This is an optimization exercise on Yosys and OpenROAD, whose aim is small area, not a production implementation. The RTL was checked by simulation tests, not by an equivalence proof against the original design. Power is estimated from default activity; no workload was simulated.

### flow/config.mk
export PLATFORM = sky130hd
export DESIGN_NAME = eve_pe
export DESIGN_NICKNAME = eve_pe
export VERILOG_FILES = /design/flow/design.v
export SDC_FILE = /design/flow/constraint.sdc
export NUM_CORES = 4
export LEC_CHECK = 0
export CAP_MARGIN = 0
export CORE_MARGIN = 2
export CORE_UTILIZATION = 80
export SLEW_MARGIN = 0
### flow/constraint.sdc
create_clock -name core_clock -period 4.5 [get_ports {clk}]
set_input_delay 0.9000 -clock core_clock [delete_from_list [all_inputs] [get_ports {clk}]]
set_output_delay 0.9000 -clock core_clock [all_outputs]
set_load 0.01 [all_outputs]
### flow/design.v
module eve_pe
#(
parameter WORD_SZ = 32,
parameter GENE_SZ = 64,
parameter ATTR_SZ = 8
)(
input clk,
input rst,
input setup,
input state,
input [GENE_SZ - 1: 0]  data_in1,
input [GENE_SZ - 1: 0]  data_in2,
input [GENE_SZ - 1: 0]  gene_in1,
input [GENE_SZ - 1: 0]  gene_in2,
input [GENE_SZ - 1: 0]  random_num_pack,
output [GENE_SZ - 1: 0]  gene_out1,
output [GENE_SZ - 1: 0]  gene_out2,
output [GENE_SZ - 1: 0]  gene_out3,
output reg [2 : 0]  out_valid
);
function gt8;
    input [7:0] a;
    input [7:0] b;
    integer i;
    reg g;
    begin
        g = 1'b0;
        for (i = 0; i < 8; i = i + 1)
            g = (a[i] & ~b[i]) | ((a[i] | ~b[i]) & g);
        gt8 = g;
    end
endfunction
function gt16;
    input [15:0] a;
    input [15:0] b;
    integer i;
    reg g;
    begin
        g = 1'b0;
        for (i = 0; i < 16; i = i + 1)
            g = (a[i] & ~b[i]) | ((a[i] | ~b[i]) & g);
        gt16 = g;
    end
endfunction
reg        fit_gt;           
reg  [7:0] mp_node_bias;
reg  [7:0] mp_node_resp;
reg  [7:0] mp_node_act;
reg  [7:0] mp_node_agg;
reg  [7:0] mp_conn_weight;
reg  [7:0] mp_conn_enable;
reg  [7:0] child_genome_id;
reg  [7:0] node_add_prob;
reg  [7:0] node_del_prob;
reg  [7:0] conn_add_prob;
reg  [7:0] conn_del_prob;
reg  [7:0] del_node_prob;    
reg  [7:0] del_conn_prob;
reg  [7:0] add_node_prob;    
reg  [7:0] add_conn_prob;
reg setup_d1, setup_d2, setup_d3, setup_d4;
wire fit_gt_in = gt8(data_in1[55:48], data_in1[63:56]);
wire fit_gt_nx = setup ? fit_gt_in : fit_gt;
wire [7:0] mp_node_bias_nx   = setup ? data_in1[47:40] : mp_node_bias;
wire [7:0] mp_node_resp_nx   = setup ? data_in1[39:32] : mp_node_resp;
wire [7:0] mp_node_act_nx    = setup ? data_in1[31:24] : mp_node_act;
wire [7:0] mp_node_agg_nx    = setup ? data_in1[23:16] : mp_node_agg;
wire [7:0] mp_conn_weight_nx = setup ? data_in1[15:8]  : mp_conn_weight;
wire [7:0] mp_conn_enable_nx = setup ? data_in1[7:0]   : mp_conn_enable;
always @(posedge clk, posedge rst)
begin
    if (rst) begin
        fit_gt          <= 1'b0;
        mp_node_bias    <= 8'd0;
        mp_node_resp    <= 8'd0;
        mp_node_act     <= 8'd0;
        mp_node_agg     <= 8'd0;
        mp_conn_weight  <= 8'd0;
        mp_conn_enable  <= 8'd0;
        child_genome_id <= 8'd0;
    end else begin
        fit_gt         <= fit_gt_nx;
        mp_node_bias   <= mp_node_bias_nx;
        mp_node_resp   <= mp_node_resp_nx;
        mp_node_act    <= mp_node_act_nx;
        mp_node_agg    <= mp_node_agg_nx;
        mp_conn_weight <= mp_conn_weight_nx;
        mp_conn_enable <= mp_conn_enable_nx;
        if (setup)
            child_genome_id <= data_in2[7:0];
    end
end
always @(posedge clk)
begin
    if (setup) begin
        node_add_prob <= data_in2[15:8];
        node_del_prob <= data_in2[23:16];
        conn_add_prob <= data_in2[31:24];
        conn_del_prob <= data_in2[39:32];
    end
end
always @(posedge clk, posedge rst)
begin
    if (rst) begin
        setup_d1 <= 1'b0;
        setup_d2 <= 1'b0;
        setup_d3 <= 1'b0;
        setup_d4 <= 1'b0;
        del_node_prob <= 8'd0;
        del_conn_prob <= 8'd0;
        add_node_prob <= 8'd0;
        add_conn_prob <= 8'd0;
    end else begin
        setup_d1 <= setup;
        setup_d2 <= setup_d1;
        setup_d3 <= setup_d2;
        setup_d4 <= setup_d3;
        if (setup_d3) begin
            del_node_prob <= node_del_prob;
            del_conn_prob <= conn_del_prob;
        end
        if (setup_d4) begin
            add_node_prob <= node_add_prob;
            add_conn_prob <= conn_add_prob;
        end
    end
end
wire [15:0] key1 = gene_in1[47:32];
wire [15:0] key2 = gene_in2[47:32];
reg  [55:0] a_g1;            
reg  [7:0]  a_g2_type;       
reg  [31:0] a_g2_attr;       
reg         a_bubble;        
reg         a_bias;          
reg         a_zero;          
always @(posedge clk, posedge rst)
begin
    if (rst) begin
        a_bubble  <= 1'b0;
        a_bias    <= 1'b0;
        a_zero    <= 1'b1;
    end else begin
        a_bubble  <= gt16(key1, key2);
        a_bias    <= gt16(key2, key1);
        a_zero    <= 1'b0;
    end
end
always @(posedge clk)
begin
    a_g1      <= gene_in1[55:0];
    a_g2_type <= gene_in2[55:48];
    a_g2_attr <= gene_in2[31:0];
end
reg  [15:0] b_key;
reg  [7:0]  b_type;
reg  [31:0] b_g1_attr;
reg  [31:0] b_g2_attr;
reg         b_bubble;
reg         b_bias;
reg         b_zero;
always @(posedge clk)
begin
    b_key     <= a_g1[47:32];
    b_type    <= (!a_bias && fit_gt_nx) ? a_g2_type : a_g1[55:48];
    b_g1_attr <= a_g1[31:0];
    b_g2_attr <= a_g2_attr;
    b_bubble  <= a_bubble;
    b_bias    <= a_bias;
    b_zero    <= a_zero;
end
reg         c_skip;
reg  [15:0] c_key;
reg  [7:0]  c_type;
reg  [31:0] c_attr;
wire [3:0] xsel;
genvar gi;
generate
    for (gi = 0; gi < 4; gi = gi + 1) begin : g_xsel
        assign xsel[gi] = !b_bias && (random_num_pack[8*gi+7:8*gi] > 8'h40);
    end
endgenerate
always @(posedge clk, posedge rst)
begin
    if (rst)
        c_skip <= 1'b1;
    else
        c_skip <= setup | b_bubble;
end
always @(posedge clk)
begin
    c_key  <= b_zero ? 16'd0 : b_key;
    c_type <= b_zero ? 8'd0  : b_type;
    c_attr[7:0]   <= b_zero ? 8'd0 : xsel[0] ? b_g2_attr[7:0]   : b_g1_attr[7:0];
    c_attr[15:8]  <= b_zero ? 8'd0 : xsel[1] ? b_g2_attr[15:8]  : b_g1_attr[15:8];
    c_attr[23:16] <= b_zero ? 8'd0 : xsel[2] ? b_g2_attr[23:16] : b_g1_attr[23:16];
    c_attr[31:24] <= b_zero ? 8'd0 : xsel[3] ? b_g2_attr[31:24] : b_g1_attr[31:24];
end
reg         d_skip;
reg  [15:0] d_key;
reg  [7:0]  d_type;
reg  [31:0] d_attr_n;         
wire       gtype = c_type[7];
wire [7:0] r0 = random_num_pack[7:0];
wire [7:0] r1 = random_num_pack[15:8];
wire [7:0] r2 = random_num_pack[23:16];
wire [7:0] r3 = random_num_pack[31:24];
wire [7:0] th0 = gtype ? mp_conn_weight_nx : mp_node_bias_nx;
wire [7:0] th1 = gtype ? mp_conn_enable_nx : mp_node_resp_nx;
wire [7:0] th2 = gtype ? 8'd0 : mp_node_act_nx;
wire [7:0] th3 = gtype ? 8'd0 : mp_node_agg_nx;
wire [7:0] mv1 = gtype ? {7'd0, r1[0]} : r1;
wire [7:0] mv2 = gtype ? 8'd0 : {4'd0, r2[3:0]};
wire [7:0] mv3 = gtype ? 8'd0 : {5'd0, r3[2:0]};
always @(posedge clk, posedge rst)
begin
    if (rst) begin
        d_skip <= 1'b1;
        d_key  <= 16'd0;
        d_type <= 8'd0;
        d_attr_n <= 32'hffffffff;
    end else begin
        d_skip <= c_skip;
        d_key  <= c_key;
        d_type <= c_type;
        d_attr_n[7:0]   <= ~(gt8(r0, th0) ? r0  : c_attr[7:0]);
        d_attr_n[15:8]  <= ~(gt8(r1, th1) ? mv1 : c_attr[15:8]);
        d_attr_n[23:16] <= ~(gt8(r2, th2) ? mv2 : c_attr[23:16]);
        d_attr_n[31:24] <= ~(gt8(r3, th3) ? mv3 : c_attr[31:24]);
    end
end
reg  [63:0] e_gene;          
reg         e_bubble;
always @(posedge clk, posedge rst)
begin
    if (rst)
        e_bubble <= 1'b0;
    else
        e_bubble <= d_skip;
end
always @(posedge clk)
    e_gene <= {child_genome_id, d_type, d_key, d_attr_n};    
wire [7:0] e_src  = e_gene[47:40];
wire [7:0] e_dst  = e_gene[39:32];
wire       e_hidden = (e_gene[54:53] == 2'b00);
reg  [7:0] hidden_max0;
always @(posedge clk, posedge rst)
begin
    if (rst)
        hidden_max0 <= 8'd0;
    else if (setup)
        hidden_max0 <= 8'd0;
    else if (!state && !e_bubble && e_hidden && gt8(e_src, hidden_max0))
        hidden_max0 <= e_src;
end
wire [7:0] r5 = random_num_pack[39:32];
reg  [63:0] f_gene;          
reg         f_valid;
reg  [3:0]  del_ctr;
reg  [63:0] del_list;            
wire [7:0] del_hit;
generate
    for (gi = 0; gi < 8; gi = gi + 1) begin : g_match
        assign del_hit[gi] = (del_ctr > gi) && ((e_src == del_list[8*gi+7:8*gi]) || (e_dst == del_list[8*gi+7:8*gi]));
    end
endgenerate
wire del_node = !setup_d3 && !e_bubble && !state && gt8(r5, del_node_prob) && !del_ctr[3] && e_hidden;
always @(posedge clk, posedge rst)
begin
    if (rst) begin
        f_valid <= 1'b0;
        del_ctr <= 4'd0;
    end else if (setup_d3) begin
        f_valid <= 1'b0;
        del_ctr <= 4'd0;
    end else if (e_bubble) begin
        f_valid <= 1'b0;
    end else if (!state) begin
        if (del_node) begin
            f_valid <= 1'b0;
            del_ctr <= del_ctr + 4'd1;
        end else begin
            f_valid <= 1'b1;
        end
    end else begin
        f_valid <= !((|del_hit) || gt8(r5, del_conn_prob));
    end
end
always @(posedge clk)
begin
    f_gene <= e_gene;
    if (del_node)
        del_list <= {del_list[55:0], e_src};
end
wire [7:0] r6 = random_num_pack[47:40];
reg  [63:0] g_gene;          
reg  [7:0]  g_genome_id;
reg  [7:0]  src_reg;
reg  [7:0]  hidden_max1;
reg         next_flag;
always @(posedge clk, posedge rst)
begin
    if (rst) begin
        out_valid   <= 3'b000;
        hidden_max1 <= 8'd0;
        next_flag   <= 1'b0;
    end else if (setup_d4) begin
        out_valid   <= 3'b000;
        hidden_max1 <= 8'd0;
        next_flag   <= 1'b0;
    end else if (!f_valid) begin
        out_valid   <= 3'b000;
    end else if (!state) begin
        hidden_max1 <= hidden_max0;
        out_valid   <= 3'b001;
    end else if (gt8(r6, add_node_prob)) begin
        hidden_max1 <= hidden_max1 + 8'd1;
        out_valid   <= 3'b111;
    end else if (gt8(r6, add_conn_prob) && !next_flag) begin
        out_valid   <= 3'b001;
        next_flag   <= 1'b1;
    end else if (next_flag) begin
        out_valid   <= 3'b011;
        next_flag   <= 1'b0;
    end else begin
        out_valid   <= 3'b001;
    end
end
wire rec_src = !setup_d4 && f_valid && state && !gt8(r6, add_node_prob) && gt8(r6, add_conn_prob) && !next_flag;
always @(posedge clk)
begin
    g_gene      <= f_gene;
    g_genome_id <= child_genome_id;
    if (rec_src)
        src_reg <= f_gene[47:40];
end
wire split = out_valid[2];
assign gene_out1 = split ? {g_gene[63:56], 8'h00, hidden_max1, 8'h00, 32'h01010101}
                         : {g_gene[63:32], ~g_gene[31:0]};
assign gene_out2 = split ? {g_gene[63:56], 8'h80, g_gene[47:40], hidden_max1, ~g_gene[31:0]}
                         : {g_genome_id, 8'h80, src_reg, g_gene[39:32], 32'h01010000};
assign gene_out3 = {g_gene[63:56], 8'h80, hidden_max1, g_gene[39:32], 32'h01010000};
endmodule
### flow/flow/run.sh
#!/bin/bash
# The standard layout (the standard.sh: ORFS synthesis with the standard flow's
# synthesis script, floorplan, placement, CTS, routing), with three changes:
#  - synthesis maps the logic with ABC's area-oriented mapper (flow/abc_area.script
#    in place of ORFS's abc_speed.script); registers are mapped as before;
#  - the port buffers that placement puts on every input and output are the
#    platform's smallest buffer, sky130_fd_sc_hd__buf_1;
#  - CTS inserts no dummy loads.
# make's full output goes to standard.log in the folder this runs in.
set -euo pipefail
here=$(pwd)
rm -rf "$here/scripts"
cp -r "$FLOW_HOME/scripts" "$here/scripts"
cp "$here/flow/abc_area.script" "$here/scripts/abc_speed.script"
export BUFFER_PORTS_ARGS="-buffer_cell sky130_fd_sc_hd__buf_1"
export CTS_ARGS="-sink_clustering_enable -repair_clock_nets -sink_clustering_size 16 -sink_clustering_max_diameter 45 -buf_list sky130_fd_sc_hd__clkbuf_8 -dont_use_dummy_load"
bash standard.sh SCRIPTS_DIR="$here/scripts" finish > standard.log 2>&1
### flow/flow/abc_area.script
strash
dch -f
map -a
topo
mfs2 -a
strash
dch -f
map -a
topo
### flow/standard.sh
#!/bin/bash
# synth_recipe.tcl (not shown) runs the flow's synth.tcl, then flattens the netlist and writes it again
# the make line also repeats each setting of config.mk as NAME=value (left out here)
make -C /OpenROAD-flow-scripts/flow DESIGN_CONFIG=/design/flow/config.mk WORK_HOME=/design/flow/orfs CLKGATE_MAP_FILE= SYNTH_SCRIPT=/design/flow/synth_recipe.tcl "${@:-finish}"
==> flow_summary.yaml, run 1 <==
run_status:
  outcome: "finished clean"
yosys:
  synth_ff_type: "dfxtp_1"
  yosys.area_share.simple_pct: 11.1
  synth_edf_count: 104
  yosys_warnings: 1
  synthAdderAreaFrac_pct: 0.706
  netlist_area_um2: 23100
  async_flop_share_pct: 25.0
  synth_xor_area_share_pct: 1.37
  syn-instance-count: 2063
  synthDistinctLibCells: 44
  synth-seq-cells: 719
  synth_top_family_by_area: "simple AND/OR/NAND/NOR gates"
  syn_area_per_cell_um2: 11.2
  synth_mux_area_share_pct: 0.651
  synth_compound_area_share_pct: 9.74
  ys_seq_area_share_pct: 71.0
clocking:
  root_buffer: "clkbuf_8"
  cts_setup_buffers: 0
  clock_path_buffers: 3
  htreeDepth: 2
  postCtsHoldBufs: 0
  cts_tree: "done"
  cts.sinks: 719
  clk_latency_ns: 0.63
  ctsResizeCount: 0
  numCtsBuffers: 54
  clkTransAtPathRegs_ns: 0.09
timing:
  finalClockSkew_ns: 0.0840
  max_clock_freq_mhz: 251
  slew_violations: 0
  finalSetupViolCount: 0
  hold_viol: 0
  fin_crit_sh_pct: 88.7
  min_period_ns: 3.99
  relSlewSlack_pct: 20.3
  tightest_slew_ns: 1.19
  grt_setup_unrepaired: "no"
worst_setup_path:
  worst-setup-path-type: "reg2reg"
  crit_arrival_ns: 4.52
  path_max_fanout: 25
  startpoint_type: "flip-flop"
  endpoint_kind: "flip-flop"
  required_ns: 5.03
floorplan:
  initial_core_util_pct: 80.8
  die_w_um: 174
  die_area_um2: 30200
  die_h_um: 174
  io_pins: 519
  rows: 62
  coreArea_um2: 28500
hold_path:
  hold_class: "reg2reg"
placed_design:
  gp_congestion: 0.923
  numPortBuffers: 414
  dp_hpwl_mm: 43.0
  dpl_cell_area_um2: 24900
finish:
  fin_area_um2: 25700
  nets: 2859
  fin_util_pct: 90.0
  n_fill_cell: 1155
  final_cell_mix: "437 x nand2_1, 434 x dfxtp_1, 413 x buf_1, 183 x clkinv_1, 166 x nor2_1"
  area_growth_pct: 11.4
  largestRegisters: "del_list: 64 flops, f_gene: 64 flops, g_gene: 64 flops"
  final_common_cell: "nand2_1"
  drive_gt1_share_pct: 5.46
pwr:
  power.total_uw: 11300
  power.leakage_uw: 0.0106
  ir_worst_vdd_v: 0.000402
  p_per_area_nw_per_um2: 441
global_routing:
  track_usage_pct: 41.7
  grt_first_pass_wirelength_mm: 95.7
  grt_pass1_vias: 17800
  grt_max_degree: 139
  grt_overflow: 0
  antenna_found_initial: 9
routing:
  wl_met1_mm: 20.3
  wl_per_cell_um: 21.7
  wl_met2_mm: 31.3
  vias: 17700
  via_per_inst: 6.07
  drt-pass1-iter-count: 18
  ant_nets: 0
  drc: 0
  routed_wl_mm: 63.2
  first_iter_violations: 1963
  wl_met3_mm: 6.44
  maxUsedRoutingLayer: "met5"
run:
  drv_cap: 0
==> cell families after synthesis <==
logic type               Yosys count
other                              2
flip-flops                       719
adder cells (fa/ha/maj)           15
multiplexers                      14
buffers and inverters            259
AND/OR/NAND/NOR                  652
AO/OA/AOI/OAI                    366
XOR/XNOR                          36
==> metrics by stage <==
stage,setup TNS [ns],instances,hold WS [ns],setup slack [ns]
floorplan,0,2110,0.310,0.0532
detailed placement,-0.0230,2858,0.312,-0.0230
CTS,0,2912,0.296,0.594
global placement,0,2858,0.310,0.187
finish,0,2920,0.311,0.508
global route,0,2919,0.304,0.242
==> synth_stat cells (17+ instances only) <==
| cell type | n | share of area [%] |
|---|---|---|
| dfrtp_1 | 145 | 16 |
| nand3_1 | 17 | 0.37 |
| o22ai_1 | 74 | 2.0 |
| o21ai_0 | 105 | 2.3 |
| xor2_1 | 25 | 0.95 |
| a21oi_1 | 83 | 1.8 |
| edfxtp_1 | 104 | 14 |
| dfxtp_1 | 435 | 38 |
| nand2_1 | 437 | 7.1 |
| a22oi_1 | 25 | 0.81 |
| dfstp_2 | 35 | 4.0 |
| clkinv_1 | 186 | 3.0 |
| buf_4 | 73 | 2.4 |
| a221oi_1 | 21 | 0.80 |
| nor2_1 | 166 | 2.7 |
==> path summary, 6_finish.rpt <==
check | from | endpoint | slack, ns | cells after the start
worst max register to register | c_type[7] | d_attr_n[9] | 0.51 | 14
max in group asynchronous | rst | d_attr_n[25] | 2.93 | 3
worst max-delay path | c_type[7] | d_attr_n[9] | 0.51 | 14
min in group asynchronous | rst | child_genome_id[7] | 0.50 | 2
worst min register to register | f_gene[45] | g_gene[45] | 0.31 | 0
worst min-delay path | f_gene[45] | g_gene[45] | 0.31 | 0
==> metal layers <==
metal	GRT usage [%]	vias up
li1	-	7677
met1	46.7	8269
met2	70.9	1376
met3	9.43	409
met4	29.3	2
met5	0	-
==> area by class of cell <==
type / count / area, um^2 / area share, %
flip-flops and latches: 719 / 16400 / 63.8
multi-input cells: 1132 / 5610 / 21.8
repair buffers: 437 / 1740 / 6.78
clock buffers: 54 / 743 / 2.89
inverters: 186 / 706 / 2.75
well taps: 384 / 480 / 1.87
diodes: 8 / 20.0 / 0.0779
==> power by group <==
group	internal, uW	leakage [uW]	switching [uW]	total [uW]
logic	343	0.00338	718	1060
clock network	1070	0.000388	1870	2940
registers	7070	0.00679	266	7330
==> worst max-delay path, cell delays in order (launching register included) <==
cell and delay, ns:
dfxtp_1 0.54, clkinv_1 0.22, buf_4 0.28, a31oi_1 0.18
clkinv_1 0.13, maj3_1 0.36, maj3_1 0.34, maj3_1 0.35
maj3_1 0.34, maj3_1 0.36, a21oi_1 0.14, nor2_1 0.08
clkinv_1 0.15, nor2_1 0.14, a22oi_1 0.26
==> run 2: changes to the inputs <==
--- a/flow/flow/run.sh
+++ b/flow/flow/run.sh
@@ -5,7 +5,8 @@
 #    in place of ORFS's abc_speed.script); registers are mapped as before;
 #  - the port buffers that placement puts on every input and output are the
 #    platform's smallest buffer, sky130_fd_sc_hd__buf_1;
-#  - CTS inserts no dummy loads.
+#  - CTS inserts no dummy loads;
+#  - the constant outputs share one tie cell per value (no tie fanout repair).
 # make's full output goes to standard.log in the folder this runs in.
 set -euo pipefail
 here=$(pwd)
@@ -13,5 +14,6 @@
 cp -r "$FLOW_HOME/scripts" "$here/scripts"
 cp "$here/flow/abc_area.script" "$here/scripts/abc_speed.script"
 export BUFFER_PORTS_ARGS="-buffer_cell sky130_fd_sc_hd__buf_1"
+export SKIP_REPAIR_TIE_FANOUT=1
 export CTS_ARGS="-sink_clustering_enable -repair_clock_nets -sink_clustering_size 16 -sink_clustering_max_diameter 45 -buf_list sky130_fd_sc_hd__clkbuf_8 -dont_use_dummy_load"
 bash standard.sh SCRIPTS_DIR="$here/scripts" finish > standard.log 2>&1
==> flow_summary.yaml, run 2 <==
run_status:
  outcome: "finished clean"
worst_setup_path:
  worst-setup-path-type: "in2reg"
  slowest_stage: "maj3_1"
  startpoint_type: "primary input"
  required_ns: 5.02
  crit_path_cell_trace: "clkbuf_4, inv_2, nand2_1, nand2_1, nand2_1, nand3_1, clkinv_1, maj3_1, maj3_1, maj3_1, maj3_1, maj3_1, maj3_1, a21oi_1, nor2_1, clkinv_1, nor2_1, a22oi_1"
  r2r_cells: 16
  max_stage_delay_ns: 0.37
  crit_top_cell: "maj3_1"
  crit_arrival_ns: 4.43
  endpoint_kind: "flip-flop"
  path_max_fanout: 13
hold_path:
  hold_class: "reg2reg"
  min_delay_path_depth: 0
global_routing:
  track_usage_pct: 38.0
  grt_pass1_vias: 16900
  grt_first_pass_wirelength_mm: 88.0
  grt_max_degree: 144
  grt_overflow: 0
  antenna_found_initial: 12
timing:
  tns_ns: 0
  hold_viol: 0
  tightest_slew_ns: 1.23
  fin_crit_sh_pct: 86.9
  relSlewSlack_pct: 18.1
  finalClockSkew_ns: 0.0466
  grt_setup_unrepaired: "no"
  slew_violations: 0
  min_period_ns: 3.91
  finalSetupViolCount: 0
  max_clock_freq_mhz: 256
pwr:
  p_int_uw: 8480
  p_per_area_nw_per_um2: 441
  ir_worst_vdd_v: 0.000407
  sw_frac_of_total_pct: 24.5
  power.leakage_uw: 0.0104
  p_comb_share_pct: 9.1
  seqPwrFrac_pct: 65.1
  pwr-share-clk_pct: 25.8
  switching_power_uw: 2760
finish:
  nets: 2810
  area_growth_pct: 10.7
  stdcell_count: 2873
  largestRegisters: "del_list: 64 flops, f_gene: 64 flops, g_gene: 64 flops"
  final_cell_mix: "437 x nand2_1, 434 x dfxtp_1, 413 x buf_1, 183 x clkinv_1, 166 x nor2_1"
  n_fill_cell: 1258
  fin_util_pct: 89.4
  fin_area_um2: 25500
  drive_gt1_share_pct: 5.49
  final_common_cell: "nand2_1"
routing:
  routed_wl_mm: 57.3
  wl_met1_mm: 19.7
  ant_nets: 0
  drc: 0
  maxUsedRoutingLayer: "met5"
  wl_per_cell_um: 19.9
  via_per_inst: 5.89
  wl_met3_mm: 5.23
  wl_met2_mm: 28.4
  vias: 16900
  drt-pass1-iter-count: 7
  first_iter_violations: 1803
yosys:
  netlist_area_um2: 23100
  ys_seq_area_share_pct: 71.0
  synth-seq-cells: 719
  synth_most_common_cell: "nand2_1"
  synth_largest_area_cell: "dfxtp_1"
  yosys_warnings: 1
  synth_edf_count: 104
  syn-instance-count: 2063
  syn_area_per_cell_um2: 11.2
  synthDistinctLibCells: 44
  synth_area_leaders: "dfxtp_1 38%, dfrtp_1 16%, edfxtp_1 14%, nand2_1 7.1%, dfstp_2 4.0%"
  synth_top_area_share_pct: 37.8
  synth_ff_type: "dfxtp_1"
  synthTopCellsByCount: "437 x nand2_1, 435 x dfxtp_1, 186 x clkinv_1, 166 x nor2_1, 145 x dfrtp_1"
  async_flop_share_pct: 25.0
floorplan:
  coreArea_um2: 28500
  io_pins: 519
  rows: 62
  initial_core_util_pct: 80.8
  die_area_um2: 30200
  die_h_um: 174
  die_w_um: 174
placed_design:
  numPortBuffers: 414
  gp_congestion: 0.988
  dp_hpwl_mm: 40.5
  dp_cells: 2809
  dpl_cell_area_um2: 24700
clocking:
  cts_tree: "done"
  cts.sinks: 719
  clock_path_buffers: 3
  postCtsHoldBufs: 0
  htreeDepth: 2
  numCtsBuffers: 54
  cts_setup_buffers: 0
  clkTransAtPathRegs_ns: 0.09
  root_buffer: "clkbuf_8"
  clk_latency_ns: 0.61
  ctsResizeCount: 0
run:
  drv_cap: 0
run 2: cell counts after synthesis:
No cell type changed its count.
run 2: metrics by stage:
step / worst slack (ns) / total power, uW / hold slack, ns
floorplan: 0.0532 / 7990 / 0.310
global placement: 0.203 / 8340 / 0.310
detailed placement: 0.00885 / 8440 / 0.312
CTS: 0.632 / 11200 / 0.297
global route: 0.295 / 11600 / 0.298
finish: 0.589 / 11200 / 0.308
run 2: kinds of logic (layout without fill, tap and decap cells):
| family | after synthesis | in the layout | share of synthesized area, % |
|---|---|---|---|
| multiplexers | 14 | 14 | 0.651 |
| buffers and inverters | 259 | 675 | 5.41 |
| AND/OR/NAND/NOR | 652 | 652 | 11.1 |
| AO/OA/AOI/OAI | 366 | 366 | 9.74 |
| XOR/XNOR | 36 | 36 | 1.37 |
| other | 2 | 12 | 0.0326 |
| adder cells (fa/ha/maj) | 15 | 15 | 0.706 |
| flip-flops | 719 | 719 | 71.0 |
run 2: final cells by class:
class	instances	area [um^2]	share of cell area (%)
Antenna cell	10	25.0	0.0981
Tap cell	384	480	1.88
Clock buffer	54	743	2.91
Multi-Input combinational cell	1085	5440	21.3
Inverter	186	706	2.77
Sequential cell	719	16400	64.2
Timing Repair Buffer	435	1740	6.82
run 2: power by group through the flow:
stage               clock, uW  combinational, uW  sequential [uW]
global route             3140               1120             7360
finish                   2900               1020             7320
detailed placement          0                987             7450
global placement            0                927             7420
CTS                      2900               1000             7310
floorplan                   0                634             7360
run 2: final timing paths:
check | slack, ns | from | endpoint
max in group asynchronous | 2.99 | rst | d_attr_n[2]
worst max register to register | 0.64 | c_type[7] | d_attr_n[14]
worst max-delay path | 0.59 | setup | d_attr_n[14]
min in group asynchronous | 0.55 | rst | mp_node_act[6]
worst min register to register | 0.31 | a_g1[32] | b_key[0]
worst min-delay path | 0.31 | a_g1[32] | b_key[0]
run 2: worst max-delay path: cells and delay by family:
family                     cells  cell delay, ns
and+or+nand+nor                6            0.53
buffers and inverters          4            0.57
AOI/OAI and AO/OA              2            0.36
adders and majority gates      6            2.07
run 2: metal layers:
| layer | up-vias | global-route usage (%) |
|---|---|---|
| li1 | 7623 | - |
| met1 | 7919 | 44.4 |
| met2 | 1080 | 64.8 |
| met3 | 301 | 7.92 |
| met4 | 4 | 23.4 |
| met5 | - | 0 |
==> run 3: changes to the inputs <==
--- a/flow/flow/run.sh
+++ b/flow/flow/run.sh
@@ -1,6 +1,6 @@
 #!/bin/bash
 # The standard layout (the standard.sh: ORFS synthesis with the standard flow's
-# synthesis script, floorplan, placement, CTS, routing), with three changes:
+# synthesis script, floorplan, placement, CTS, routing), with four changes:
 #  - synthesis maps the logic with ABC's area-oriented mapper (flow/abc_area.script
 #    in place of ORFS's abc_speed.script); registers are mapped as before;
 #  - the port buffers that placement puts on every input and output are the
--- a/flow/config.mk
+++ b/flow/config.mk
@@ -7,5 +7,5 @@
 export LEC_CHECK = 0
 export CAP_MARGIN = 0
 export CORE_MARGIN = 2
-export CORE_UTILIZATION = 80
+export CORE_UTILIZATION = 88
 export SLEW_MARGIN = 0
==> flow_summary.yaml, run 3 <==
yosys:
  synth_top_area_share_pct: 37.8
  netlist_area_um2: 23100
  yosys_warnings: 1
  syn-instance-count: 2063
  synth_ff_type: "dfxtp_1"
  synth_area_leaders: "dfxtp_1 38%, dfrtp_1 16%, edfxtp_1 14%, nand2_1 7.1%, dfstp_2 4.0%"
  synth_edf_count: 104
  synth_largest_area_cell: "dfxtp_1"
  async_flop_share_pct: 25.0
  syn_area_per_cell_um2: 11.2
  synth_most_common_cell: "nand2_1"
  synthTopCellsByCount: "437 x nand2_1, 435 x dfxtp_1, 186 x clkinv_1, 166 x nor2_1, 145 x dfrtp_1"
  ys_seq_area_share_pct: 71.0
  synthDistinctLibCells: 44
  synth-seq-cells: 719
global_routing:
  grt_first_pass_wirelength_mm: 145
  track_usage_pct: 71.7
  grt_overflow: 13
  grt_pass1_vias: 23600
  grt_max_degree: 139
clocking:
  ctsResizeCount: 0
  postCtsHoldBufs: 0
  root_buffer: "clkbuf_8"
  cts_setup_buffers: 0
  cts.sinks: 719
  clock_path_buffers: 3
  htreeDepth: 2
  numCtsBuffers: 53
placed_design:
  numPortBuffers: 414
  dp_hpwl_mm: 49.9
  gp_congestion: 0.983
  dp_cells: 2759
  dpl_cell_area_um2: 24700
floorplan:
  initial_core_util_pct: 89.0
  io_pins: 519
  die_h_um: 166
  rows: 59
  die_w_um: 166
run_status:
  lastStage: "global routing (5_1_grt)"
  outcome: "stopped before the end"
  stop_error: "[ERROR GRT-0116] Global routing finished with congestion. Check the congestion regions in the DRC Viewer."
run 3: cell counts after synthesis:
Identical to the previous run, type by type.
run 3: worst max path at each step:
stage	slack [ns]	end	cells after the start	startpoint
CTS	0.25	d_attr_n[10]	15	c_type[7]
floorplan	0.05	d_attr_n[10]	17	setup
detailed placement	-0.22	d_attr_n[10]	18	setup
global placement	0.19	d_attr_n[13]	18	setup
run 3: per-layer routing:
metal  overflow  GRT usage (%)
met1          0           71.0
met2          6           94.3
met3          0           48.5
met4          7           77.7
met5          0           3.83
run 3: cells by family after synthesis:
group / synth area share [%]
adders and majority gates: 0.706
other: 0.0326
AOI/OAI and AO/OA: 9.74
muxes: 0.651
buffers and inverters: 5.41
DFF: 71.0
and+or+nand+nor: 11.1
xor gates and xnor gates: 1.37
run 3: metrics by stage:
| step | total power (uW) | setup slack (ns) | utilization, % |
|---|---|---|---|
| 2_1_floorplan | 7990 | 0.0532 | - |
| 3_3_place_gp | 8320 | 0.191 | 95.2 |
| 3_5_place_dp | 8520 | -0.222 | 95.2 |
| 4_1_cts | 11600 | 0.248 | 98.0 |
run 3: power groups by stage:
stage          clock [uW]  combinational [uW]  sequential (uW)
3_5_place_dp            0                1030             7480
3_3_place_gp            0                 901             7420
2_1_floorplan           0                 634             7360
4_1_cts              3030                1140             7390
==> run 4: changes to the inputs <==
==> flow/flow/abc_area.script (replaced) <==
strash
dch -f
amap
topo
--- a/flow/config.mk
+++ b/flow/config.mk
@@ -7,5 +7,5 @@
 export LEC_CHECK = 0
 export CAP_MARGIN = 0
 export CORE_MARGIN = 2
-export CORE_UTILIZATION = 88
+export CORE_UTILIZATION = 80
 export SLEW_MARGIN = 0
==> flow_summary.yaml, run 4 <==
placed_design:
  dpl_worst_slack_ns: 0.354
  gp_congestion: 0.949
  numPortBuffers: 414
  dp_hpwl_mm: 37.9
global_routing:
  grt_first_pass_wirelength_mm: 90.3
  antenna_found_initial: 4
  grt_max_degree: 106
  track_usage_pct: 38.7
  grt_overflow: 0
  grt_pass1_vias: 17200
yosys:
  synth_ff_type: "dfxtp_1"
  async_flop_share_pct: 25.0
  synthAdderAreaFrac_pct: 0.275
  synth_xor_area_share_pct: 0
  synth-seq-cells: 719
  yosys_warnings: 1
  synth_top_family_by_area: "compound AO/OA/AOI/OAI gates"
  synth_most_common_cell: "dfxtp_1"
  synthTopCellsByCount: "435 x dfxtp_1, 186 x nor2_1, 175 x clkinv_1, 149 x o22ai_1, 145 x dfrtp_1"
  synth_compound_area_share_pct: 15.4
  synth_top_area_share_pct: 38.2
  syn-instance-count: 1811
  yosys.area_share.simple_pct: 7.13
  netlist_area_um2: 22800
  synthDistinctLibCells: 40
  synth_largest_area_cell: "dfxtp_1"
  synth_area_leaders: "dfxtp_1 38%, dfrtp_1 16%, edfxtp_1 14%, o22ai_1 4.1%, dfstp_2 4.0%"
  ys_seq_area_share_pct: 71.9
  synth_edf_count: 104
  syn_area_per_cell_um2: 12.6
  synth_mux_area_share_pct: 0
pwr:
  p_comb_share_pct: 9.5
  p_int_uw: 8560
  p_per_area_nw_per_um2: 448
  ir_worst_vdd_v: 0.000393
  power.leakage_uw: 0.00960
  seqPwrFrac_pct: 64.9
  sw_frac_of_total_pct: 24.4
  switching_power_uw: 2760
  pwr-share-clk_pct: 25.7
timing:
  fin_crit_sh_pct: 86.3
  max_clock_freq_mhz: 257
  hold_viol: 0
  min_period_ns: 3.88
  tightest_slew_ns: 1.24
  finalSetupViolCount: 0
  grt_setup_unrepaired: "no"
  finalClockSkew_ns: 0.0658
  tns_ns: 0
  layout_setup_ws_ns: 0.615
  relSlewSlack_pct: 16.2
  slew_violations: 0
worst_setup_path:
  crit_path_cell_trace: "clkbuf_4, buf_4, o22a_1, o22ai_1, o211ai_1, a21oi_1, a221o_1, o221a_1, a21oi_1, nor2_1, a221o_1, o21ai_0, nor2_1, a21oi_1, buf_4, clkinv_1, o22ai_1"
  crit_arrival_ns: 4.43
  endpoint_kind: "flip-flop"
  critPathTopFamily: "compound AO/OA/AOI/OAI gates"
  path_max_fanout: 43
  slowest_stage: "buf_4"
  startpoint_type: "primary input"
  crit_top_cell: "a21oi_1"
  crit_buf_inv: 4
  max_stage_delay_ns: 0.49
  required_ns: 5.04
  worst-setup-path-type: "in2reg"
routing:
  routed_wl_mm: 57.8
  wl_per_cell_um: 22.1
  drc: 0
  vias: 16900
  via_per_inst: 6.47
  ant_nets: 0
  drt-pass1-iter-count: 7
  first_iter_violations: 1988
clocking:
  clk_latency_ns: 0.64
  ctsResizeCount: 0
  root_buffer: "clkbuf_8"
  htreeDepth: 2
  cts_tree: "done"
  clock_path_buffers: 3
  cts_setup_buffers: 0
  cts.sinks: 719
  postCtsHoldBufs: 0
  clkTransAtPathRegs_ns: 0.10
  numCtsBuffers: 54
finish:
  largestRegisters: "del_list: 64 flops, f_gene: 64 flops, g_gene: 64 flops"
  n_fill_cell: 1123
  final_common_cell: "dfxtp_1"
  drive_gt1_share_pct: 5.68
  nets: 2568
  area_growth_pct: 10.9
  multi_input_area_um2: 5200
  regArea_um2: 16400
  final_cell_mix: "434 x dfxtp_1, 413 x buf_1, 185 x nor2_1, 172 x clkinv_1, 149 x o22ai_1"
floorplan:
  die_w_um: 173
  die_h_um: 173
  rows: 61
  initial_core_util_pct: 81.5
  io_pins: 519
  die_area_um2: 29800
  coreArea_um2: 27900
run_status:
  outcome: "finished clean"
run:
  drv_cap: 0
hold_path:
  hold_class: "reg2reg"
-- run 4: cell count changes after synthesis, moves of 14 or more --
cell,change
nand2_1,-369
o22a_1,+104
o21ai_0,-78
o22ai_1,+75
nor2b_1,+57
a21oi_1,-45
o221ai_1,+25
xor2_1,-25
nor2_1,+20
a221o_1,+16
nand3_1,-16
a22oi_1,+14
-- run 4: through the flow --
step | area (um^2) | util, % | power [uW] | cells | hold WS, ns
after detailed placement | 24500 | 87.7 | 8480 | 2561 | 0.312
final | 25300 | 90.4 | 11300 | 2618 | 0.302
after CTS | 25300 | 90.4 | 11300 | 2615 | 0.302
after global placement | 24500 | 87.7 | 8370 | 2561 | 0.310
after floorplan | 22800 | - | 8040 | 1811 | 0.310
after global routing | 25300 | 90.4 | 11700 | 2618 | 0.309
-- run 4: path summary, 6_finish.rpt --
path | to | cells past startpoint | slack (ns) | startpoint
setup / recovery | d_attr_n[4] | 17 | 0.62 | setup
max in group asynchronous | hidden_max0[1] | 3 | 2.91 | rst
hold reg to reg | e_gene[33] | 0 | 0.30 | d_key[1]
min in group asynchronous | mp_node_resp[5] | 2 | 0.47 | rst
hold / removal | e_gene[33] | 0 | 0.30 | d_key[1]
setup reg to reg | d_attr_n[4] | 15 | 1.11 | c_type[7]
-- run 4: cell families after synthesis --
group           count (synthesis)
flops                         719
compound gates                474
simple gates                  363
buf+inv                       248
fa+ha+maj                       5
other cells                     2
-- run 4: power groups by stage --
stage               registers (uW)  logic (uW)  clock network [uW]
floorplan                     7380         652                   0
global placement              7430         946                   0
detailed placement            7470        1010                   0
CTS                           7340        1050                2910
global route                  7390        1150                3150
finish                        7340        1070                2900
-- run 4: per-layer routing --
layer	GRT usage, %	share of wire (%)	vias to the layer above
li1	-	-	7266
met1	44.5	33	7955
met2	67.2	50	1341
met3	7.56	9.8	370
met4	23.8	6.9	0
met5	0	0	-
-- run 4: layout make-up --
type | count | area share, %
antenna | 3 | 0.0297
tap | 378 | 1.87
sequential | 719 | 64.9
clock buffer | 54 | 2.94
multi-input combinational | 844 | 20.6
timing repair buffer | 445 | 7.09
inverter | 175 | 2.63
-- run 4: worst reg2reg max path, delay by kind of cell (launching register included) --
family,cells,cell delay (ns)
and+or+nand+nor,2,0.14
AOI/OAI and AO/OA,10,2.06
DFF,1,0.36
buffers and inverters,3,0.78
==> run 5: changes to the inputs <==
==> flow/flow/abc_area.script (replaced) <==
strash
dch -f
map -a
topo
mfs2 -a
strash
dch -f
map -a
topo
==> flow_summary.yaml, run 5 <==
finish:
  n_fill_cell: 1258
  regArea_um2: 16400
  largestRegisters: "del_list: 64 flops, f_gene: 64 flops, g_gene: 64 flops"
  drive_gt1_share_pct: 5.49
  multi_input_area_um2: 5440
  area_growth_pct: 10.7
  nets: 2810
  final_cell_mix: "437 x nand2_1, 434 x dfxtp_1, 413 x buf_1, 183 x clkinv_1, 166 x nor2_1"
  final_common_cell: "nand2_1"
worst_setup_path:
  slowest_stage: "maj3_1"
  path_max_fanout: 13
  endpoint_kind: "flip-flop"
  crit_top_cell: "maj3_1"
  max_stage_delay_ns: 0.37
  startpoint_type: "primary input"
  crit_path_cell_trace: "clkbuf_4, inv_2, nand2_1, nand2_1, nand2_1, nand3_1, clkinv_1, maj3_1, maj3_1, maj3_1, maj3_1, maj3_1, maj3_1, a21oi_1, nor2_1, clkinv_1, nor2_1, a22oi_1"
  crit_arrival_ns: 4.43
  worst-setup-path-type: "in2reg"
  required_ns: 5.02
  r2r_cells: 16
hold_path:
  hold_class: "reg2reg"
  min_delay_path_depth: 0
pwr:
  ir_worst_vdd_v: 0.000407
  power.leakage_uw: 0.0104
  p_per_area_nw_per_um2: 441
timing:
  finalClockSkew_ns: 0.0466
  max_clock_freq_mhz: 256
  layout_setup_ws_ns: 0.589
  relSlewSlack_pct: 18.1
  grt_setup_unrepaired: "no"
  tightest_slew_ns: 1.23
  tns_ns: 0
  fin_crit_sh_pct: 86.9
  min_period_ns: 3.91
  finalSetupViolCount: 0
  hold_viol: 0
  slew_violations: 0
yosys:
  synth_area_leaders: "dfxtp_1 38%, dfrtp_1 16%, edfxtp_1 14%, nand2_1 7.1%, dfstp_2 4.0%"
  synth_most_common_cell: "nand2_1"
  async_flop_share_pct: 25.0
  ys_seq_area_share_pct: 71.0
  synth_edf_count: 104
  syn-instance-count: 2063
  synth_largest_area_cell: "dfxtp_1"
  yosys_warnings: 1
  synthDistinctLibCells: 44
  synthTopCellsByCount: "437 x nand2_1, 435 x dfxtp_1, 186 x clkinv_1, 166 x nor2_1, 145 x dfrtp_1"
  synth_ff_type: "dfxtp_1"
  synth_top_area_share_pct: 37.8
  netlist_area_um2: 23100
  syn_area_per_cell_um2: 11.2
  synth-seq-cells: 719
global_routing:
  grt_max_degree: 144
  track_usage_pct: 38.0
  grt_overflow: 0
  grt_first_pass_wirelength_mm: 88.0
  grt_pass1_vias: 16900
  antenna_found_initial: 12
clocking:
  postCtsHoldBufs: 0
  htreeDepth: 2
  cts_tree: "done"
  clk_latency_ns: 0.61
  cts.sinks: 719
  root_buffer: "clkbuf_8"
  numCtsBuffers: 54
  clock_path_buffers: 3
  cts_setup_buffers: 0
  clkTransAtPathRegs_ns: 0.09
  ctsResizeCount: 0
floorplan:
  die_h_um: 174
  io_pins: 519
  rows: 62
  die_w_um: 174
  die_area_um2: 30200
  coreArea_um2: 28500
  initial_core_util_pct: 80.8
routing:
  first_iter_violations: 1803
  ant_nets: 0
  via_per_inst: 5.89
  drt-pass1-iter-count: 7
  vias: 16900
  wl_per_cell_um: 19.9
  drc: 0
  routed_wl_mm: 57.3
placed_design:
  dp_hpwl_mm: 40.5
  dpl_worst_slack_ns: 0.00885
  numPortBuffers: 414
  gp_congestion: 0.988
run:
  drv_cap: 0
run_status:
  outcome: "finished clean"
run 5: changes by cell type after synthesis, sizes merged, moves of 45 or more:
cell   delta
nand2   +369
nor2b    -57
o21ai    +78
o22ai    -75
o22a    -104
a21oi    +45
run 5: worst paths after layout:
kind	startpoint	endpoint	slack, ns
max reg2reg	c_type[7]	d_attr_n[14]	0.64
min in group asynchronous	rst	mp_node_act[6]	0.55
min	a_g1[32]	b_key[0]	0.31
min reg2reg	a_g1[32]	b_key[0]	0.31
max in group asynchronous	rst	d_attr_n[2]	2.99
max	setup	d_attr_n[14]	0.59
run 5: through the flow:
step	hold slack, ns	utilization [%]	std cells	power (uW)	instance area (um^2)
after floorplan	0.310	-	2063	7990	23100
after global placement	0.310	86.7	2809	8340	24700
after detailed placement	0.312	86.7	2809	8440	24700
after CTS	0.297	89.3	2863	11200	25500
after global routing	0.298	89.4	2873	11600	25500
final	0.308	89.4	2873	11200	25500
run 5: power breakdown:
part / switching [uW] / internal [uW] / leakage (uW) / total [uW]
logic: 677 / 342 / 0.00322 / 1020
clock network: 1830 / 1070 / 0.000388 / 2900
registers: 250 / 7070 / 0.00679 / 7320
run 5: metal layers:
metal / routed length [um] / track usage [%] / vias up
li1: - / - / 7623
met1: 19700 / 44.4 / 7919
met2: 28400 / 64.8 / 1080
met3: 5230 / 7.92 / 301
met4: 3860 / 23.4 / 4
met5: 35 / 0 / -
run 5: layout make-up:
class                   instances  share of cell area, %
diodes                         10                 0.0981
clock buffers                  54                   2.91
inverters                     186                   2.77
multi-input cells            1085                   21.3
flip-flops and latches        719                   64.2
well taps                     384                   1.88
repair buffers                435                   6.82
run 5: critical path, delay by kind of cell:
family	cells	cell delay [ns]
and+or+nand+nor	6	0.53
adders and majority gates	6	2.07
buffers and inverters	4	0.57
AOI/OAI and AO/OA	2	0.36
run 5: logic make-up (layout without fill, tap and decap cells):
logic type               Yosys count  in the layout  share of synthesized area [%]
other                              2             12                         0.0326
adder cells (fa/ha/maj)           15             15                          0.706
AO/OA/AOI/OAI                    366            366                           9.74
flip-flops                       719            719                           71.0
multiplexers                      14             14                          0.651
buffers and inverters            259            675                           5.41
AND/OR/NAND/NOR                  652            652                           11.1
XOR/XNOR                          36             36                           1.37
==> run 6: changes to the inputs <==
--- a/flow/flow/run.sh
+++ b/flow/flow/run.sh
@@ -1,7 +1,7 @@
 #!/bin/bash
 # The standard layout (the standard.sh: ORFS synthesis with the standard flow's
 # synthesis script, floorplan, placement, CTS, routing), with four changes:
-#  - synthesis maps the logic with ABC's area-oriented mapper (flow/abc_area.script
+#  - synthesis maps the logic with ABC's area-oriented mappers (flow/abc_area.script
 #    in place of ORFS's abc_speed.script); registers are mapped as before;
 #  - the port buffers that placement puts on every input and output are the
 #    platform's smallest buffer, sky130_fd_sc_hd__buf_1;
==> flow/flow/abc_area.script (replaced) <==
strash
dch -f
amap
topo
--- a/flow/config.mk
+++ b/flow/config.mk
@@ -8,4 +8,5 @@
 export CAP_MARGIN = 0
 export CORE_MARGIN = 2
 export CORE_UTILIZATION = 80
+export PLACE_DENSITY = 0.9
 export SLEW_MARGIN = 0
==> flow_summary.yaml, run 6 <==
worst_setup_path:
  crit_arrival_ns: 4.36
  slowest_stage: "inv_2"
  startpoint_type: "primary input"
  crit_path_cell_trace: "clkbuf_4, inv_2, buf_4, o22a_1, nand2_1, o221a_1, a221o_1, o221a_1, a21oi_1, nor2_1, a221o_1, o21ai_0, nor2_1, a21oi_1, buf_4, clkinv_1, a32oi_1"
  worst-setup-path-type: "in2reg"
  required_ns: 5.01
  max_stage_delay_ns: 0.52
  endpoint_kind: "flip-flop"
  path_max_fanout: 28
clocking:
  postCtsHoldBufs: 0
  htreeDepth: 2
  cts.sinks: 719
  clkTransAtPathRegs_ns: 0.09
  clk_latency_ns: 0.63
  ctsResizeCount: 0
  cts_setup_buffers: 0
  numCtsBuffers: 54
  clock_path_buffers: 3
  root_buffer: "clkbuf_8"
  cts_tree: "done"
finish:
  largestRegisters: "del_list: 64 flops, f_gene: 64 flops, g_gene: 64 flops"
  stdcell_count: 2613
  fin_area_um2: 25300
  drive_gt1_share_pct: 5.51
  fin_util_pct: 90.4
  final_cell_mix: "434 x dfxtp_1, 413 x buf_1, 185 x nor2_1, 172 x clkinv_1, 149 x o22ai_1"
  regArea_um2: 16400
  n_fill_cell: 1128
  area_growth_pct: 10.9
  nets: 2563
  multi_input_area_um2: 5200
  final_common_cell: "dfxtp_1"
yosys:
  synth_most_common_cell: "dfxtp_1"
  netlist_area_um2: 22800
  synth_top_area_share_pct: 38.2
  syn_area_per_cell_um2: 12.6
  synth_edf_count: 104
  synthDistinctLibCells: 40
  synth_ff_type: "dfxtp_1"
  syn-instance-count: 1811
  ys_seq_area_share_pct: 71.9
  async_flop_share_pct: 25.0
  synth-seq-cells: 719
  synthTopCellsByCount: "435 x dfxtp_1, 186 x nor2_1, 175 x clkinv_1, 149 x o22ai_1, 145 x dfrtp_1"
  synth_area_leaders: "dfxtp_1 38%, dfrtp_1 16%, edfxtp_1 14%, o22ai_1 4.1%, dfstp_2 4.0%"
  yosys_warnings: 1
  synth_largest_area_cell: "dfxtp_1"
pwr:
  p_int_uw: 8560
  switching_power_uw: 2740
  pwr-share-clk_pct: 25.7
  sw_frac_of_total_pct: 24.3
  seqPwrFrac_pct: 65.0
  p_comb_share_pct: 9.3
  p_per_area_nw_per_um2: 448
  ir_worst_vdd_v: 0.000433
  power.leakage_uw: 0.00958
floorplan:
  initial_core_util_pct: 81.5
  coreArea_um2: 27900
  die_area_um2: 29800
  die_w_um: 173
  die_h_um: 173
  rows: 61
  io_pins: 519
routing:
  wl_per_cell_um: 21.6
  ant_nets: 0
  first_iter_violations: 1906
  drt-pass1-iter-count: 6
  vias: 16600
  routed_wl_mm: 56.5
  via_per_inst: 6.35
  drc: 0
timing:
  hold_viol: 0
  relSlewSlack_pct: 26.2
  slew_violations: 0
  finalSetupViolCount: 0
  min_period_ns: 3.85
  grt_setup_unrepaired: "no"
  max_clock_freq_mhz: 260
  fin_crit_sh_pct: 85.5
  tns_ns: 0
  tightest_slew_ns: 1.11
  finalClockSkew_ns: 0.0700
placed_design:
  gp_congestion: 0.931
  dpl_cell_area_um2: 24500
  dp_cells: 2556
  dp_hpwl_mm: 38.6
  numPortBuffers: 414
global_routing:
  track_usage_pct: 37.5
  grt_first_pass_wirelength_mm: 87.6
  grt_pass1_vias: 16700
  grt_max_degree: 117
  grt_overflow: 0
  antenna_found_initial: 3
run_status:
  outcome: "finished clean"
run:
  drv_cap: 0
hold_path:
  hold_class: "reg2reg"
run 6: cell types whose count changed in the layout (fill, tap and decap cells not counted), sizes merged, moves of 16 or more:
cell | previous run | this run
nand3 | 17 | 1
o221ai | 7 | 32
nor2 | 166 | 186
nand2 | 437 | 68
o22a | 0 | 104
o22ai | 74 | 149
xor2 | 25 | 0
a21oi | 83 | 38
o21ai | 105 | 27
nor2b | 0 | 57
run 6: worst paths after layout:
path                               start                to  slack (ns)  depth (start not counted)
max in group asynchronous            rst  add_conn_prob[7]        3.13                          3
worst max-delay path               setup      d_attr_n[25]        0.65                         17
worst min register to register   a_g1[2]      b_g1_attr[2]        0.31                          0
worst min-delay path             a_g1[2]      b_g1_attr[2]        0.31                          0
min in group asynchronous            rst    mp_node_agg[6]        0.44                          2
worst max register to register  setup_d4        src_reg[1]        1.26                          5
run 6: logic make-up after synthesis:
| family | synth area share, % |
|---|---|
| simple gates | 7.13 |
| flops | 71.9 |
| other cells | 0.0330 |
| buf+inv | 5.29 |
| fa+ha+maj | 0.275 |
| compound gates | 15.4 |
run 6: metrics by stage:
| step | power (uW) | worst slack (ns) | hold WS (ns) |
|---|---|---|---|
| final | 11300 | 0.653 | 0.309 |
| after global routing | 11700 | 0.518 | 0.321 |
| after CTS | 11300 | 0.775 | 0.313 |
| after floorplan | 8040 | 0.124 | 0.310 |
| after global placement | 8380 | 0.519 | 0.310 |
| after detailed placement | 8490 | 0.305 | 0.312 |
run 6: per-layer routing:
| metal | global-route usage [%] | wire, um |
|---|---|---|
| met1 | 43.8 | 19300 |
| met2 | 67.6 | 29300 |
| met3 | 6.20 | 5000 |
| met4 | 18.4 | 2900 |
| met5 | 0 | 9 |
run 6: power by group through the flow:
stage | registers [uW] | logic (uW) | clock network, uW
after floorplan | 7380 | 652 | 0
after global placement | 7430 | 945 | 0
after detailed placement | 7480 | 1010 | 0
after CTS | 7350 | 1030 | 2910
after global routing | 7390 | 1140 | 3150
final | 7350 | 1050 | 2900
run 6: worst max-delay path: cells and delay by family:
family | cells | cell delay [ns]
AND/OR/NAND/NOR | 3 | 0.27
AO/OA/AOI/OAI | 9 | 1.85
buffers and inverters | 5 | 1.32
run 6: final cells by class:
| cell class | instances | share of cell area [%] |
|---|---|---|
| Clock buffer | 54 | 2.94 |
| Multi-Input combinational cell | 844 | 20.6 |
| Inverter | 175 | 2.63 |
| Tap cell | 378 | 1.87 |
| Timing Repair Buffer | 440 | 7.04 |
| Antenna cell | 3 | 0.0297 |
| Sequential cell | 719 | 64.9 |
==> run 7: changes to the inputs <==
--- a/flow/config.mk
+++ b/flow/config.mk
@@ -8,5 +8,4 @@
 export CAP_MARGIN = 0
 export CORE_MARGIN = 2
 export CORE_UTILIZATION = 80
-export PLACE_DENSITY = 0.9
 export SLEW_MARGIN = 0
==> flow_summary.yaml, run 7 <==
run_status:
  outcome: "finished clean"
worst_setup_path:
  slowest_stage: "buf_4"
  crit_buf_inv: 4
  crit_arrival_ns: 4.43
  crit_path_cell_trace: "clkbuf_4, buf_4, o22a_1, o22ai_1, o211ai_1, a21oi_1, a221o_1, o221a_1, a21oi_1, nor2_1, a221o_1, o21ai_0, nor2_1, a21oi_1, buf_4, clkinv_1, o22ai_1"
  worst-setup-path-type: "in2reg"
  max_stage_delay_ns: 0.49
  path_max_fanout: 43
  startpoint_type: "primary input"
  required_ns: 5.04
  endpoint_kind: "flip-flop"
  critPathTopFamily: "compound AO/OA/AOI/OAI gates"
  crit_top_cell: "a21oi_1"
yosys:
  synth_most_common_cell: "dfxtp_1"
  synthTopCellsByCount: "435 x dfxtp_1, 186 x nor2_1, 175 x clkinv_1, 149 x o22ai_1, 145 x dfrtp_1"
  synthDistinctLibCells: 40
  synth_ff_type: "dfxtp_1"
  async_flop_share_pct: 25.0
  synth_edf_count: 104
  syn-instance-count: 1811
  synth_largest_area_cell: "dfxtp_1"
  ys_seq_area_share_pct: 71.9
  netlist_area_um2: 22800
  syn_area_per_cell_um2: 12.6
  synth_top_area_share_pct: 38.2
  synth_area_leaders: "dfxtp_1 38%, dfrtp_1 16%, edfxtp_1 14%, o22ai_1 4.1%, dfstp_2 4.0%"
  yosys_warnings: 1
  synth-seq-cells: 719
timing:
  slew_violations: 0
  relSlewSlack_pct: 16.2
  grt_setup_unrepaired: "no"
  tns_ns: 0
  tightest_slew_ns: 1.24
  hold_viol: 0
  layout_setup_ws_ns: 0.615
  finalSetupViolCount: 0
  finalClockSkew_ns: 0.0658
  max_clock_freq_mhz: 257
  fin_crit_sh_pct: 86.3
  min_period_ns: 3.88
hold_path:
  hold_class: "reg2reg"
global_routing:
  grt_first_pass_wirelength_mm: 90.3
  antenna_found_initial: 4
  track_usage_pct: 38.7
  grt_overflow: 0
  grt_pass1_vias: 17200
  grt_max_degree: 106
finish:
  largestRegisters: "del_list: 64 flops, f_gene: 64 flops, g_gene: 64 flops"
  final_common_cell: "dfxtp_1"
  drive_gt1_share_pct: 5.68
  fin_util_pct: 90.4
  final_cell_mix: "434 x dfxtp_1, 413 x buf_1, 185 x nor2_1, 172 x clkinv_1, 149 x o22ai_1"
  area_growth_pct: 10.9
  nets: 2568
  n_fill_cell: 1123
routing:
  drt-pass1-iter-count: 7
  via_per_inst: 6.47
  drc: 0
  wl_per_cell_um: 22.1
  ant_nets: 0
  routed_wl_mm: 57.8
  vias: 16900
  first_iter_violations: 1988
pwr:
  ir_worst_vdd_v: 0.000393
  power.leakage_uw: 0.00960
  p_per_area_nw_per_um2: 448
clocking:
  clock_path_buffers: 3
  postCtsHoldBufs: 0
  clk_latency_ns: 0.64
  clkTransAtPathRegs_ns: 0.10
  ctsResizeCount: 0
  root_buffer: "clkbuf_8"
  htreeDepth: 2
  cts_setup_buffers: 0
  cts_tree: "done"
  cts.sinks: 719
  numCtsBuffers: 54
placed_design:
  gp_congestion: 0.949
  numPortBuffers: 414
  dpl_worst_slack_ns: 0.354
  dp_hpwl_mm: 37.9
floorplan:
  coreArea_um2: 27900
  initial_core_util_pct: 81.5
  die_w_um: 173
  rows: 61
  io_pins: 519
  die_h_um: 173
  die_area_um2: 29800
run:
  drv_cap: 0
==> run 7: final cells by class <==
cell class / count / area, um^2 / share of cell area (%)
diodes: 3 / 7.51 / 0.0297
well taps: 378 / 473 / 1.87
repair buffers: 445 / 1790 / 7.09
clock buffers: 54 / 743 / 2.94
flip-flops and latches: 719 / 16400 / 64.9
multi-input cells: 844 / 5200 / 20.6
inverters: 175 / 664 / 2.63
==> run 7: per-layer routing <==
metal	GRT usage, %	up-vias	wire length (um)
met3	7.56	370	5680
li1	-	7266	-
met1	44.5	7955	18900
met5	0	-	0
met4	23.8	0	4010
met2	67.2	1341	29200
==> run 7: cells by family after synthesis <==
logic type	Yosys count	share of synthesized area (%)
flip-flops	719	71.9
AO/OA/AOI/OAI	474	15.4
AND/OR/NAND/NOR	363	7.13
buffers and inverters	248	5.29
adder cells (fa/ha/maj)	5	0.275
other	2	0.0330
==> run 7: worst paths after layout <==
path                            from              end  slack, ns  cells past startpoint
min                         d_key[1]       e_gene[33]       0.30                      0
max in group asynchronous        rst   hidden_max0[1]       2.91                      3
max                            setup      d_attr_n[4]       0.62                     17
min in group asynchronous        rst  mp_node_resp[5]       0.47                      2
max reg2reg                c_type[7]      d_attr_n[4]       1.11                     15
min reg2reg                 d_key[1]       e_gene[33]       0.30                      0
==> run 7: worst register-to-register path, cell delays in order (launching register included) <==
cell      delay [ns]
dfxtp_1         0.36
buf_4           0.35
o22ai_1         0.22
o211ai_1        0.31
a21oi_1         0.17
a221o_1         0.30
o221a_1         0.14
a21oi_1         0.13
nor2_1          0.07
a221o_1         0.27
o21ai_0         0.10
nor2_1          0.07
a21oi_1         0.14
buf_4           0.19
clkinv_1        0.24
o22ai_1         0.28
==> run 7: stage by stage <==
step                power, uW  cells  area (um^2)  hold slack (ns)
global route            11700   2618        25300            0.309
global placement         8370   2561        24500            0.310
CTS                     11300   2615        25300            0.302
floorplan                8040   1811        22800            0.310
detailed placement       8480   2561        24500            0.312
finish                  11300   2618        25300            0.302
==> run 7: power by group <==
group,internal (uW),switching [uW]
clock network,1070,1830
registers,7100,247
logic,390,683
total,8560,2760
==> run 8: changes to the inputs <==
--- a/flow/config.mk
+++ b/flow/config.mk
@@ -7,5 +7,5 @@
 export LEC_CHECK = 0
 export CAP_MARGIN = 0
 export CORE_MARGIN = 2
-export CORE_UTILIZATION = 80
+export CORE_UTILIZATION = 84
 export SLEW_MARGIN = 0
==> flow_summary.yaml, run 8 <==
floorplan:
  die_h_um: 169
  die_w_um: 169
  coreArea_um2: 26800
  initial_core_util_pct: 85.0
  die_area_um2: 28400
  rows: 60
  io_pins: 519
clocking:
  cts_setup_buffers: 0
  cts.sinks: 719
  postCtsHoldBufs: 0
  clk_latency_ns: 0.61
  cts_tree: "done"
  root_buffer: "clkbuf_8"
  clkTransAtPathRegs_ns: 0.10
  htreeDepth: 2
  numCtsBuffers: 54
  clock_path_buffers: 3
  ctsResizeCount: 0
yosys:
  synth_edf_count: 104
  netlist_area_um2: 22800
  synthDistinctLibCells: 40
  syn-instance-count: 1811
  ys_seq_area_share_pct: 71.9
  async_flop_share_pct: 25.0
  synth_top_area_share_pct: 38.2
  syn_area_per_cell_um2: 12.6
  synth-seq-cells: 719
  synth_ff_type: "dfxtp_1"
  synth_most_common_cell: "dfxtp_1"
  synth_largest_area_cell: "dfxtp_1"
  synthTopCellsByCount: "435 x dfxtp_1, 186 x nor2_1, 175 x clkinv_1, 149 x o22ai_1, 145 x dfrtp_1"
  synth_area_leaders: "dfxtp_1 38%, dfrtp_1 16%, edfxtp_1 14%, o22ai_1 4.1%, dfstp_2 4.0%"
  yosys_warnings: 1
finish:
  fin_area_um2: 25200
  final_cell_mix: "434 x dfxtp_1, 413 x buf_1, 185 x nor2_1, 172 x clkinv_1, 149 x o22ai_1"
  multi_input_area_um2: 5200
  drive_gt1_share_pct: 5.55
  final_common_cell: "dfxtp_1"
  stdcell_count: 2578
  regArea_um2: 16400
  n_fill_cell: 733
  nets: 2564
  area_growth_pct: 10.8
  largestRegisters: "del_list: 64 flops, f_gene: 64 flops, g_gene: 64 flops"
pwr:
  ir_worst_vdd_v: 0.000438
  power.leakage_uw: 0.00959
  p_per_area_nw_per_um2: 457
run:
  drv_cap: 0
placed_design:
  gp_congestion: 0.929
  dpl_cell_area_um2: 24500
  numPortBuffers: 414
  dp_cells: 2520
  dp_hpwl_mm: 41.2
timing:
  tns_ns: 0
  fin_crit_sh_pct: 92.6
  slew_violations: 0
  finalSetupViolCount: 0
  relSlewSlack_pct: 9.95
  grt_setup_unrepaired: "no"
  hold_viol: 0
  max_clock_freq_mhz: 240
  min_period_ns: 4.17
  tightest_slew_ns: 1.34
  finalClockSkew_ns: 0.0612
worst_setup_path:
  endpoint_kind: "flip-flop"
  required_ns: 5.07
  crit_arrival_ns: 4.73
  startpoint_type: "primary input"
  worst-setup-path-type: "in2reg"
  r2r_slack_ns: 0.72
  path_max_fanout: 2
hold_path:
  hold_class: "reg2reg"
global_routing:
  grt_first_pass_wirelength_mm: 100
  grt_max_degree: 135
  antenna_found_initial: 4
  track_usage_pct: 46.8
  grt_pass1_vias: 18000
  grt_overflow: 0
routing:
  vias: 18000
  wl_per_cell_um: 26.4
  drt-pass1-iter-count: 9
  routed_wl_mm: 68.0
  via_per_inst: 7.00
  drc: 0
  ant_nets: 0
  first_iter_violations: 3040
run_status:
  outcome: "finished clean"
## run 8: changes by cell type in the layout (fill, tap and decap cells not counted)
cell,delta
buf_4,-7
buf_12,+3
dfrtp_2,+1
dfrtp_4,-1
diode_2,+1
nor4b_1,-1
nor4b_2,+1
## run 8: power by group
group	switching (uW)	internal (uW)
registers	281	7100
clock network	1920	1070
logic	754	391
total	2960	8560
## run 8: logic make-up after synthesis
family / share of synthesized area (%)
other: 0.0330
AO/OA/AOI/OAI: 15.4
buffers and inverters: 5.29
adder cells (fa/ha/maj): 0.275
flip-flops: 71.9
AND/OR/NAND/NOR: 7.13
## run 8: per-stage QoR
step / setup WS (ns) / util [%] / hold slack [ns] / total power (uW)
2_1_floorplan: 0.124 / - / 0.310 / 8040
6_report: 0.331 / 94.1 / 0.297 / 11500
3_3_place_gp: 0.641 / 91.3 / 0.310 / 8380
4_1_cts: 0.582 / 94.1 / 0.294 / 11400
5_1_grt: 0.287 / 94.1 / 0.317 / 11800
3_5_place_dp: 0.309 / 91.3 / 0.312 / 8510
## run 8: cell type report
cell class,instances,area share [%]
tap,341,1.69
sequential,719,64.9
timing repair buffer,441,7.13
multi-input combinational,844,20.6
antenna,4,0.0397
inverter,175,2.63
clock buffer,54,2.95
## run 8: final timing paths
kind / start / to / depth (start not counted)
worst max-delay path: gene_in1[32] / a_bubble / 24
worst min-delay path: f_gene[57] / g_gene[57] / 0
worst max register to register: c_type[7] / d_attr_n[5] / 16
worst min register to register: f_gene[57] / g_gene[57] / 0
max in group asynchronous: rst / d_attr_n[4] / 3
min in group asynchronous: rst / mp_node_resp[5] / 2
## run 8: worst max-delay path, cell delays in order
cell and delay, ns:
buf_1 0.12, clkinv_1 0.16, o311ai_0 0.53, nand2_1 0.14, o21ai_0 0.24, nand2_1 0.10
nand2_1 0.09, nor2_1 0.08, nor3_1 0.30, nor2_1 0.08, nor2_1 0.09, or2_0 0.13
nor2_1 0.06, or2_0 0.21, nor2_1 0.12, nor3_1 0.07, nor3_1 0.40, nor2_1 0.11
nor2_1 0.13, nor3_1 0.09, nor3_1 0.24, nor2_1 0.10, nor2b_1 0.15, a21oi_1 0.12
## run 8: layer usage
metal | share of wire [%] | vias to the layer above | routed length [um] | track usage [%]
met5 | 0 | - | 0 | 0
met4 | 9.3 | 0 | 6320 | 31.9
met3 | 12 | 563 | 7970 | 10.3
met2 | 48 | 1898 | 32900 | 79.1
met1 | 31 | 8342 | 20900 | 53.8
li1 | - | 7245 | - | -

re-timing with driven ports:
The flow's constraints put no driver on any port. The routed layouts listed below were extracted and timed again, unchanged, in two steps. Step 1, drivers: a clkbuf_16 drives clk and a buf_2 each remaining input, both assumed. Step 2 adds t to the input delays and takes it off the output delays; t is the mean of the earliest and latest rising clock arrival at the registers after step 1. Input paths then give back, and output paths get back, about the clock's delay inside the block. a / b / c = ideal ports / drivers / drivers and shift; a / b = the first two.
| run | t, ns | slack for setup (ns) | hold slack, ns | worst data-port slew with drivers (ns) | cell pins on the clock port's net |
|---|---|---|---|---|---|
| run 1 | 0.646 | 0.508 / 0.508 / -0.103 | 0.311 / 0.311 / 0.311 | 0.11 | 1 |
| run 2 | 0.641 | 0.589 / 0.617 / -0.024 | 0.308 / 0.308 / 0.308 | 0.13 | 1 |
| run 4 | 0.651 | 0.615 / 0.622 / -0.030 | 0.302 / 0.302 / 0.302 | 0.15 | 1 |
| run 5 | 0.641 | 0.589 / 0.617 / -0.024 | 0.308 / 0.308 / 0.308 | 0.13 | 1 |
| run 6 | 0.654 | 0.653 / 0.682 / 0.028 | 0.309 / 0.309 / 0.309 | 0.14 | 1 |
| run 7 | 0.651 | 0.615 / 0.622 / -0.030 | 0.302 / 0.302 / 0.302 | 0.15 | 1 |
| run 8 | 0.644 | 0.331 / 0.354 / -0.290 | 0.297 / 0.297 / 0.297 | 0.11 | 1 |
Met with ideal ports but missed after step 2: setup timing in 6 of these runs.
